This design comes from an exercise in tuning for small area on the open sky130 flow, not from production work. The RTL was checked by simulation tests, not by an equivalence proof against the original design. No driver is modelled on the clock port, so clock power and skew are understated where the tree is cut down; a real chip needs a root buffer or a tree.

== yarrow ==
==> flow/design.v <==
module Vending_Machine_Controller(
input clk, input reset, input  conf_switch,input i_nickel, input i_dime, input i_quarter,
input sw0, input sw1, input sw2, input sw3,
output reg  oled_Soda, output reg  oled_Chips, output reg  oled_ProteinBar,
output reg  oled_Water,output reg oled_Error,
 output [3:0] o_costMSB, output [3:0] o_costLSB,
 output [3:0] o_moneyMSB, output [3:0] o_moneyLSB,
 output reg [127:0] Page0, output reg [127:0] Page1, output reg [127:0] Page2, output reg [127:0] Page3
    );
    localparam [2:0] ZI = 3'd3,   
                     ZB = 3'd5,   
                     ZP = 3'd4,   
                     ZS = 3'd7,   
                     ZE = 3'd6,   
                     ZX = 3'd2,   
                     ZD = 3'd1,   
                     ZC = 3'd0;   
    reg [2:0] z;
    reg [3:0] nr;
    wire [3:0] r = ~nr;
    reg [4:0] md;    
    reg ovf;
    reg [4:0] cd;    
    assign o_costMSB = cd[4:1];
    assign o_costLSB = {1'b0, cd[0], 1'b0, cd[0]};
    assign o_moneyMSB = md[4:1];
    assign o_moneyLSB = {1'b0, md[0], 1'b0, md[0]};
    wire [3:0] sw = {sw3, sw2, sw1, sw0};
    wire disc = sw0 & sw2;
    wire too_much = (sw3 & (sw0 | sw1 | sw2)) | (sw1 & sw2);
    wire [4:0] c = {sw3 | disc, sw1 | (sw2 & ~sw0), sw0 ^ sw2, sw1 | disc, sw0 ^ sw2};
    wire [4:0] base = ovf ? 5'd19 : md;
    wire init_br = (z == ZI && ovf) || (z == ZC && !ovf);
    wire sel_br = (z == ZI && !ovf) || z == ZB || z == ZS || z == ZE || z == ZX;
    wire disp_br = z == ZP;
    wire first_chg = z == ZD;
    wire [4:0] coin = {1'b0, i_quarter & i_dime & i_nickel, i_quarter & ~(i_dime & i_nickel), i_dime ^ (i_nickel & i_quarter), i_nickel ^ i_quarter};
    wire [4:0] opnd = sel_br ? coin : ~cd;
    wire [4:0] sum = base + opnd + {4'd0, !sel_br};
    wire s_ok = !(sum[4] & (sum[3] | sum[2]));
    wire short = sum < {c[4:1], c[0] | (sw == 4'd0)};
    always @(posedge clk) begin
        if (reset) begin
            z <= ZI;
            ovf <= 1'b1;
            nr <= 4'b1111;
            md <= 5'd0;
            cd <= 5'd0;
        end else if (init_br) begin
            z <= ZI;
            ovf <= 1'b0;
            nr <= 4'b1111;
            md <= 5'd0;
            cd <= 5'd0;
        end else if (sel_br) begin
            nr <= ~sw;
            if (!too_much) cd <= c;
            if (s_ok) begin
                md <= sum[4:0];
                ovf <= 1'b0;
            end else
                ovf <= 1'b1;
            if (!conf_switch) z <= ZB;
            else if (too_much) z <= ZX;
            else if (short) z <= ZE;
            else if (sw == 4'd0) z <= ZS;
            else z <= ZP;
        end else if (disp_br) begin
            nr <= ~sw;
            if (disc) cd[4:1] <= {cd[4] & cd[1], cd[3] | (cd[4] & ~cd[1]), (cd[3] & cd[2] & cd[1]) | (cd[4] & ~cd[1]), ~cd[1]};
            z <= ZD;
        end else begin
            if (first_chg) md <= sum[4:0];
            z <= ZC;
            ovf <= |sw;
        end
    end
    localparam [127:0] T0 = "ENEB344         ",
                       T1 = "Vending Machine ",
                       T2 = "Giovanni Argueta",
                       BL = "                ",
                       M0 = "Water:SW3=0     ",
                       M1 = "Chips:SW2=0     ",
                       M2 = "PB:SW1=0DC:SW0=0",
                       BUY = "Buy: SW4=1      ",
                       SEL = "Select a prod   ",
                       ENT = "Enter more money",
                       DES = "Deselect prod(s)",
                       DSP = "....Dipensing...",
                       DIS = "Discount!20c off",
                       H0 = "Here's your     ",
                       H1 = "Change          ",
                       H2 = "Turn off all sws",
                       H3 = "to buy again    ";
    always @* begin
        oled_Water = 1'b0; oled_Chips = 1'b0; oled_ProteinBar = 1'b0; oled_Soda = 1'b0;
        oled_Error = 1'b0;
        case (z)
            ZI: begin
                Page0 = T0; Page1 = T1; Page2 = T2; Page3 = BL;
            end
            ZD: begin
                Page0 = BL; Page1 = BL; Page2 = DSP; Page3 = (r[0] & r[2]) ? DIS : BL;
                {oled_Soda, oled_ProteinBar, oled_Chips, oled_Water} = r;
            end
            ZC: begin
                Page0 = H0; Page1 = H1; Page2 = H2; Page3 = H3;
                {oled_Soda, oled_ProteinBar, oled_Chips, oled_Water} = r;
            end
            default: begin
                Page0 = M0 | {80'd0, 7'd0, r[0], 40'd0};
                Page1 = M1 | {80'd0, 7'd0, r[1], 40'd0};
                Page2 = M2 | {56'd0, 7'd0, r[2], 56'd0, 7'd0, r[3]};
                case (z)
                    ZS: Page3 = SEL;
                    ZE: Page3 = ENT;
                    ZX: Page3 = DES;
                    default: Page3 = BUY;
                endcase
                oled_Error = z == ZS || z == ZE || z == ZX;
            end
        endcase
    end
endmodule
export LEC_CHECK = 0
export CAP_MARGIN = 0
export CORE_AREA = 5 5 151 151
export DIE_AREA = 0 0 156 156
export GPL_TIMING_DRIVEN = 0
export PLACE_DENSITY = 0.9
export SLEW_MARGIN = 0
create_clock -name core_clock -period 30.0 [get_ports {clk}]
standard.sh (not shown) runs the stock make flow with config.mk's settings and CLKGATE_MAP_FILE= SYNTH_SCRIPT=/design/flow/synth_recipe.tcl, a recipe that flattens the netlist after the stock synthesis.
==> flow/flow/run.sh <==
#!/bin/bash
# Layout flow: the standard flow (standard.sh) with these changes:
#  - after the standard synthesis, the combinational logic between the
#    registers is re-mapped for area (flow/resynth.tcl, trying the ABC
#    scripts in flow/abc/ and keeping the smallest); registers untouched;
#  - minimum-size port buffers;
#  - global placement not timing-driven (flow/pre_gpl.tcl removes the
#    synthesis buffers, as timing-driven placement would);
#  - the tie cells of constant outputs are paired so that no tie pin is left
#    unused (flow/ties_pair.tcl after floorplan, flow/ties_inv.tcl after
#    global placement);
#  - after global placement, the driver of a net with more than SPLIT_FANOUT
#    loads, or whose slowest load sees a slew above SPLIT_SLEW_NS, is
#    duplicated per group of loads (flow/split_fanout.tcl, split_slew.tcl);
#  - after CTS the clock tree is replaced by two buffers on the clock port,
#    each driving the registers near it (flow/clock_groups.tcl).
# Each tool's output goes to a log file of its own in this folder.
set -euo pipefail
F=$(pwd)/flow
R=$(pwd)/orfs/results/$FLOW_PLATFORM/Vending_Machine_Controller/base
LIB=$FLOW_HOME/platforms/$FLOW_PLATFORM/lib/sky130_fd_sc_hd__tt_025C_1v80.lib

bash standard.sh synth > make_synth.log 2>&1
cp $R/1_2_yosys.v std_synth.v
python3 $F/cellmodels.py $LIB cells.v > cellmodels.log 2>&1
RS_LIB=$LIB RS_CELLS=cells.v RS_IN=std_synth.v RS_TOP=$FLOW_TOP \
RS_DONT_USE="sky130_fd_sc_hd__probe_p_8 sky130_fd_sc_hd__probec_p_8 sky130_fd_sc_hd__lpflow_*" \
RS_ABC="$(ls $F/abc/*.abc | tr '\n' ' ')" RS_STAT=resynth_stat.txt RS_OUT=resynth.v \
  yosys -c $F/resynth.tcl > resynth.log 2>&1
cp resynth.v $R/1_2_yosys.v
SPLIT_FANOUT=1000 SPLIT_SLEW_NS=1.2 CLOCK_GROUPS=2 CLOCK_PULL=0.5 CLOCK_GROUP_BUF=sky130_fd_sc_hd__clkbuf_4 bash standard.sh finish \
  "BUFFER_PORTS_ARGS=-buffer_cell sky130_fd_sc_hd__buf_1" \
  "CTS_ARGS=-sink_clustering_enable -repair_clock_nets -buf_list sky130_fd_sc_hd__clkbuf_4 -sink_clustering_size 50 -sink_clustering_max_diameter 400 -dont_use_dummy_load" \
  "PRE_GLOBAL_PLACE_TCL=$F/pre_gpl.tcl" \
  "POST_FLOORPLAN_TCL=$F/ties_pair.tcl" \
  "POST_GLOBAL_PLACE_TCL=$F/post_gpl.tcl" \
  "POST_CTS_TCL=$F/clock_groups.tcl" > make_finish.log 2>&1
==> flow/flow/clock_groups.tcl <==
# After CTS: replace the clock tree by CLOCK_GROUPS buffers (cell
# CLOCK_GROUP_BUF) fed by the clock port, each driving the flip-flops of one
# group; the flip-flops are grouped by position (k-means) and each buffer is
# placed at its group's centre; the group's flip-flops are moved towards it
# by the fraction CLOCK_PULL.  The placement is legalised again.
set block [ord::get_db_block]
set k $::env(CLOCK_GROUPS)
set master [[ord::get_db] findMaster $::env(CLOCK_GROUP_BUF)]
set clk_net [[$block findBTerm clk] getNet]
# every clock buffer below the port, and every other clock pin (the sinks)
set bufs {}
set sinks {}
set todo [list $clk_net]
while {[llength $todo]} {
  set n [lindex $todo 0]
  set todo [lrange $todo 1 end]
  foreach it [$n getITerms] {
    if {![$it isInputSignal]} { continue }
    set inst [$it getInst]
    if {[string match "sky130_fd_sc_hd__clkbuf_*" [[$inst getMaster] getName]]} {
      lappend bufs $inst
      lappend todo [[$inst findITerm X] getNet]
    } else {
      lappend sinks $it
    }
  }
}
foreach b $bufs {
  set o [[$b findITerm X] getNet]
  foreach it [$o getITerms] { if {[$it getInst] ne $b} { $it disconnect } }
  odb::dbInst_destroy $b
  odb::dbNet_destroy $o
}
foreach it $sinks { $it disconnect }
# k-means on the sinks' positions, started from the sinks sorted along x
set pts {}
foreach it $sinks {
  set b [[$it getInst] getBBox]
  lappend pts [list [expr {([$b xMin] + [$b xMax]) / 2}] [expr {([$b yMin] + [$b yMax]) / 2}]]
}
set n [llength $pts]
set order [lsort -integer -indices -index 0 [lmap p $pts {lindex $p 0}]]
set cent {}
for {set g 0} {$g < $k} {incr g} {
  lappend cent [lindex $pts [lindex $order [expr {int(($g + 0.5) * $n / $k)}]]]
}
for {set iter 0} {$iter < 50} {incr iter} {
  set assign {}
  foreach p $pts {
    set best 0; set bd 1e30
    for {set g 0} {$g < $k} {incr g} {
      lassign [lindex $cent $g] cx cy
      set d [expr {abs([lindex $p 0] - $cx) + abs([lindex $p 1] - $cy)}]
      if {$d < $bd} { set bd $d; set best $g }
    }
    lappend assign $best
  }
  set new {}
  for {set g 0} {$g < $k} {incr g} {
    set sx 0; set sy 0; set c 0
    foreach p $pts a $assign { if {$a == $g} { set sx [expr {$sx + [lindex $p 0]}]; set sy [expr {$sy + [lindex $p 1]}]; incr c } }
    if {$c} { lappend new [list [expr {$sx / $c}] [expr {$sy / $c}]] } else { lappend new [lindex $cent $g] }
  }
  set cent $new
}
for {set g 0} {$g < $k} {incr g} {
  set buf [odb::dbInst_create $block $master "clkbuf_group_$g"]
  set net [odb::dbNet_create $block "clknet_group_$g"]
  $net setSigType CLOCK
  [$buf findITerm A] connect $clk_net
  [$buf findITerm X] connect $net
  set c 0
  foreach it $sinks a $assign { if {$a == $g} { $it connect $net; incr c } }
  lassign [lindex $cent $g] cx cy
  # pull the group's flip-flops towards its buffer by CLOCK_PULL (0..1)
  foreach it $sinks a $assign {
    if {$a != $g} { continue }
    set inst [$it getInst]
    lassign [$inst getLocation] ix iy
    set f $::env(CLOCK_PULL)
    $inst setLocation [expr {int($ix + $f * ($cx - $ix))}] [expr {int($iy + $f * ($cy - $iy))}]
  }
  $buf setLocation [expr {int($cx)}] [expr {int($cy)}]
  $buf setPlacementStatus PLACED
  puts "clock_groups: $buf drives $c clock pins"
}
puts "clock_groups: [llength $bufs] tree buffers replaced by $k"
detailed_placement
check_placement -verbose
==> flow/flow/split_slew.tcl <==
# After splitting by fanout: estimate the wires and split again, in two, any
# net whose slowest load sees a slew above SPLIT_SLEW_NS (the library limit is
# 1.5 ns): its driver is sized up one step if that is enough, otherwise
# duplicated, so the resizer has no reason to add large buffers.
estimate_parasitics -placement
set block [ord::get_db_block]
set limit $::env(SPLIT_SLEW_NS)
proc net_worst_slew {net} {
  set worst 0.0
  foreach it [$net getITerms] {
    if {![$it isInputSignal]} { continue }
    set pn "[[$it getInst] getName]/[[$it getMTerm] getName]"
    foreach e {rise fall} {
      set s [get_property [get_pins $pn] slew_max_$e]
      if {[string is double -strict $s]} {
        if {$s > $worst} { set worst $s }
      }
    }
  }
  return $worst
}
proc dont_use_master {m} {
  foreach pat $::env(DONT_USE_CELLS) { if {[string match $pat [$m getName]]} { return 1 } }
  return 0
}
set done 0
foreach net [$block getNets] {
  if {[$net getSigType] ne "SIGNAL" || [llength [$net getBTerms]]} { continue }
  set drv ""; set loads {}
  foreach it [$net getITerms] {
    if {[$it isOutputSignal]} { set drv $it } elseif {[$it isInputSignal]} { lappend loads $it }
  }
  if {$drv eq "" || [llength $loads] < 4} { continue }
  set inst [$drv getInst]
  set mname [[$inst getMaster] getName]
  if {[string match "*conb*" $mname] || [string match "*df*" $mname] || [string match "*clkbuf*" $mname]} { continue }
  set w [net_worst_slew $net]
  if {$w <= $limit} { continue }
  # first try the next drive strength of the same cell, if it is enough
  set fixed 0
  if {[regexp {^(.*_)([0-9]+)$} $mname -> stem size] && $size == 1} {
    set up [[ord::get_db] findMaster "${stem}2"]
    if {$up ne "NULL" && ![dont_use_master $up]} {
      $inst swapMaster $up
      estimate_parasitics -placement
      set w2 [net_worst_slew $net]
      if {$w2 <= $limit} {
        puts "split_slew: [$net getName] ([llength $loads] loads) $mname sized up, slew $w ns -> $w2 ns"
        set fixed 1
      } else {
        $inst swapMaster [[ord::get_db] findMaster $mname]
        estimate_parasitics -placement
      }
    }
  }
  if {!$fixed} {
    puts "split_slew: [$net getName] ([llength $loads] loads, $mname) worst slew $w ns, split"
    split_net $net $drv $loads 2 "slew$done"
  }
  incr done
}
puts "split_slew: $done nets split"
Other scripts of this flow, unchanged in this note and not shown: flow/flow/abc/ds0.abc, flow/flow/abc/ds1.abc, flow/flow/abc/ds10.abc, flow/flow/abc/ds11.abc, flow/flow/abc/ds12.abc, flow/flow/abc/ds13.abc, flow/flow/abc/ds14.abc, flow/flow/abc/ds15.abc, flow/flow/abc/ds2.abc, flow/flow/abc/ds3.abc, flow/flow/abc/ds4.abc, flow/flow/abc/ds5.abc, flow/flow/abc/ds6.abc, flow/flow/abc/ds7.abc, flow/flow/abc/ds8.abc, flow/flow/abc/ds9.abc, flow/flow/cellmodels.py, flow/flow/post_gpl.tcl, flow/flow/pre_gpl.tcl, flow/flow/resynth.tcl, flow/flow/split_fanout.tcl, flow/flow/ties_inv.tcl, flow/flow/ties_pair.tcl
yarrow: PASS, flow complete, no timing, DRC or antenna violations
diff inputs: yarrow => pepper
-- flow/flow/run.sh --
<<< yarrow, line 29
  yosys -c $F/resynth.tcl > resynth.log 2>&1
cp resynth.v $R/1_2_yosys.v
SPLIT_FANOUT=1000 SPLIT_SLEW_NS=1.2 CLOCK_GROUPS=2 CLOCK_PULL=0.5 CLOCK_GROUP_BUF=sky130_fd_sc_hd__clkbuf_4 bash standard.sh finish \
  "BUFFER_PORTS_ARGS=-buffer_cell sky130_fd_sc_hd__buf_1" \
  "CTS_ARGS=-sink_clustering_enable -repair_clock_nets -buf_list sky130_fd_sc_hd__clkbuf_4 -sink_clustering_size 50 -sink_clustering_max_diameter 400 -dont_use_dummy_load" \
>>> pepper, line 29
  yosys -c $F/resynth.tcl > resynth.log 2>&1
cp resynth.v $R/1_2_yosys.v
SPLIT_FANOUT=1000 SPLIT_SLEW_NS=1.2 CLOCK_GROUPS=1 CLOCK_PULL=0.5 CLOCK_GROUP_BUF=sky130_fd_sc_hd__clkbuf_8 bash standard.sh finish \
  "BUFFER_PORTS_ARGS=-buffer_cell sky130_fd_sc_hd__buf_1" \
  "CTS_ARGS=-sink_clustering_enable -repair_clock_nets -buf_list sky130_fd_sc_hd__clkbuf_4 -sink_clustering_size 50 -sink_clustering_max_diameter 400 -dont_use_dummy_load" \
==> flow/flow/split_slew.tcl <==
# After splitting by fanout: estimate the wires and split again, in two, any
# net whose slowest load sees a slew above SPLIT_SLEW_NS (the library limit is
# 1.5 ns), so the resizer has no reason to add large buffers.
estimate_parasitics -placement
set block [ord::get_db_block]
set limit $::env(SPLIT_SLEW_NS)
proc net_worst_slew {net} {
  set worst 0.0
  foreach it [$net getITerms] {
    if {![$it isInputSignal]} { continue }
    set pn "[[$it getInst] getName]/[[$it getMTerm] getName]"
    foreach e {rise fall} {
      set s [get_property [get_pins $pn] slew_max_$e]
      if {[string is double -strict $s]} {
        if {$s > $worst} { set worst $s }
      }
    }
  }
  return $worst
}
set done 0
foreach net [$block getNets] {
  if {[$net getSigType] ne "SIGNAL" || [llength [$net getBTerms]]} { continue }
  set drv ""; set loads {}
  foreach it [$net getITerms] {
    if {[$it isOutputSignal]} { set drv $it } elseif {[$it isInputSignal]} { lappend loads $it }
  }
  if {$drv eq "" || [llength $loads] < 4} { continue }
  set inst [$drv getInst]
  set mname [[$inst getMaster] getName]
  if {[string match "*conb*" $mname] || [string match "*df*" $mname] || [string match "*clkbuf*" $mname]} { continue }
  set w [net_worst_slew $net]
  if {$w <= $limit} { continue }
  puts "split_slew: [$net getName] ([llength $loads] loads, $mname) worst slew $w ns"
  split_net $net $drv $loads 2 "slew$done"
  incr done
}
puts "split_slew: $done nets split"
[summary]
The clock latency of the later-clocked register in the worst-skew pair on yarrow is in line with that on pepper. Looking at overall global routing resource usage, pepper sits 0.58 points above yarrow. pepper vs. yarrow: design area was more or less identical, pin count of the biggest net entering global routing down 4, clock-pin slew on the worst setup and hold paths shows no meaningful change, cell count now sits at about the same level, smallest setup slack after layout shows an increase of 0.058 ns. Between pepper and yarrow, the sequential share of layout area does not differ in any meaningful way. Clock skew after layout ended up 0.033 ns lower on pepper than on yarrow. When the final numbers for yarrow and pepper were put side by side, the share of the clock period used by the worst path turned out to be greater in yarrow. yarrow tops out at a lower clock frequency than pepper.
For fjord, these inputs were changed with respect to pepper:
-- flow/flow/run.sh --
<<< pepper, line 10
#    unused (flow/ties_pair.tcl after floorplan, flow/ties_inv.tcl after
#    global placement);
#  - after global placement, the driver of a net with more than SPLIT_FANOUT
#    loads, or whose slowest load sees a slew above SPLIT_SLEW_NS, is
#    duplicated per group of loads (flow/split_fanout.tcl, split_slew.tcl);
#  - after CTS the clock tree is replaced by two buffers on the clock port,
#    each driving the registers near it (flow/clock_groups.tcl).
# Each tool's output goes to a log file of its own in this folder.
set -euo pipefail
>>> fjord, line 10
#    unused (flow/ties_pair.tcl after floorplan, flow/ties_inv.tcl after
#    global placement);
#  - after global placement, a net whose slowest load sees a slew above
#    SPLIT_SLEW_NS gets a stronger driver or a copy of its driver for half of
#    its loads (flow/split_slew.tcl; flow/split_fanout.tcl does the same by
#    fanout above SPLIT_FANOUT, here not used);
#  - after CTS the clock tree is replaced by CLOCK_GROUPS buffers (here one
#    clkbuf_8) on the clock port, each driving the registers near it
#    (flow/clock_groups.tcl).
# Each tool's output goes to a log file of its own in this folder.
set -euo pipefail
-- flow/flow/split_slew.tcl --
<<< pepper, line 1
# After splitting by fanout: estimate the wires and split again, in two, any
# net whose slowest load sees a slew above SPLIT_SLEW_NS (the library limit is
# 1.5 ns), so the resizer has no reason to add large buffers.
estimate_parasitics -placement
set block [ord::get_db_block]
>>> fjord, line 1
# After splitting by fanout: estimate the wires and split again, in two, any
# net whose slowest load sees a slew above SPLIT_SLEW_NS (the library limit is
# 1.5 ns): its driver is sized up one step if that is enough, otherwise
# duplicated, so the resizer has no reason to add large buffers.
estimate_parasitics -placement
set block [ord::get_db_block]
<<< pepper, line 19
  return $worst
}
set done 0
foreach net [$block getNets] {
>>> fjord, line 20
  return $worst
}
proc dont_use_master {m} {
  foreach pat $::env(DONT_USE_CELLS) { if {[string match $pat [$m getName]]} { return 1 } }
  return 0
}
set done 0
foreach net [$block getNets] {
<<< pepper, line 32
  set w [net_worst_slew $net]
  if {$w <= $limit} { continue }
  puts "split_slew: [$net getName] ([llength $loads] loads, $mname) worst slew $w ns"
  split_net $net $drv $loads 2 "slew$done"
  incr done
}
>>> fjord, line 37
  set w [net_worst_slew $net]
  if {$w <= $limit} { continue }
  # first try the next drive strength of the same cell, if it is enough
  set fixed 0
  if {[regexp {^(.*_)([0-9]+)$} $mname -> stem size] && $size == 1} {
    set up [[ord::get_db] findMaster "${stem}2"]
    if {$up ne "NULL" && ![dont_use_master $up]} {
      $inst swapMaster $up
      estimate_parasitics -placement
      set w2 [net_worst_slew $net]
      if {$w2 <= $limit} {
        puts "split_slew: [$net getName] ([llength $loads] loads) $mname sized up, slew $w ns -> $w2 ns"
        set fixed 1
      } else {
        $inst swapMaster [[ord::get_db] findMaster $mname]
        estimate_parasitics -placement
      }
    }
  }
  if {!$fixed} {
    puts "split_slew: [$net getName] ([llength $loads] loads, $mname) worst slew $w ns, split"
    split_net $net $drv $loads 2 "slew$done"
  }
  incr done
}
Findings:
fjord: flow completed, timing, DRC and antenna clean. Of fjord and pepper, it is fjord that has the lower global-route wire length before repair. Between pepper and fjord, the final clock skew figures differ only marginally. Re worst slack on hold paths: fjord is 0.0059 ns up on pepper. Compared fjord vs pepper, and clock period minus worst slack is up in fjord.
No run of this note takes its clock network from TritonCTS; it comes from the design's own scripts or RTL.

static timing again, ports no longer ideal:
Ports are ideal in the flow. The routed layouts listed here were re-timed in OpenROAD. Step 1, drivers: a clkbuf_16 drives clk and a buf_2 each remaining input, both assumed. Step 2 also shifts input and output timing later by t, the mid clock arrival at the registers, as if the neighbouring blocks saw the same clock. Three values: no drivers, after step 1, after step 2; two values: the first two.
| run | t (ns) | setup slack, ns | worst setup path after step 2 | latest minus earliest clock arrival (ns) | worst register clock-pin slew, ns |
|---|---|---|---|---|---|
| yarrow | 0.186 | 18.377 / 18.347 / 18.534 | register to output | 0.036 / 0.037 | 0.12 / 0.12 |
| pepper | 0.194 | 18.435 / 18.406 / 18.600 | register to output | 0.005 / 0.004 | 0.11 / 0.11 |
| fjord | 0.195 | 18.399 / 18.372 / 18.567 | register to output | 0.002 / 0.002 | 0.12 / 0.12 |
After both steps every run listed still meets setup and hold.
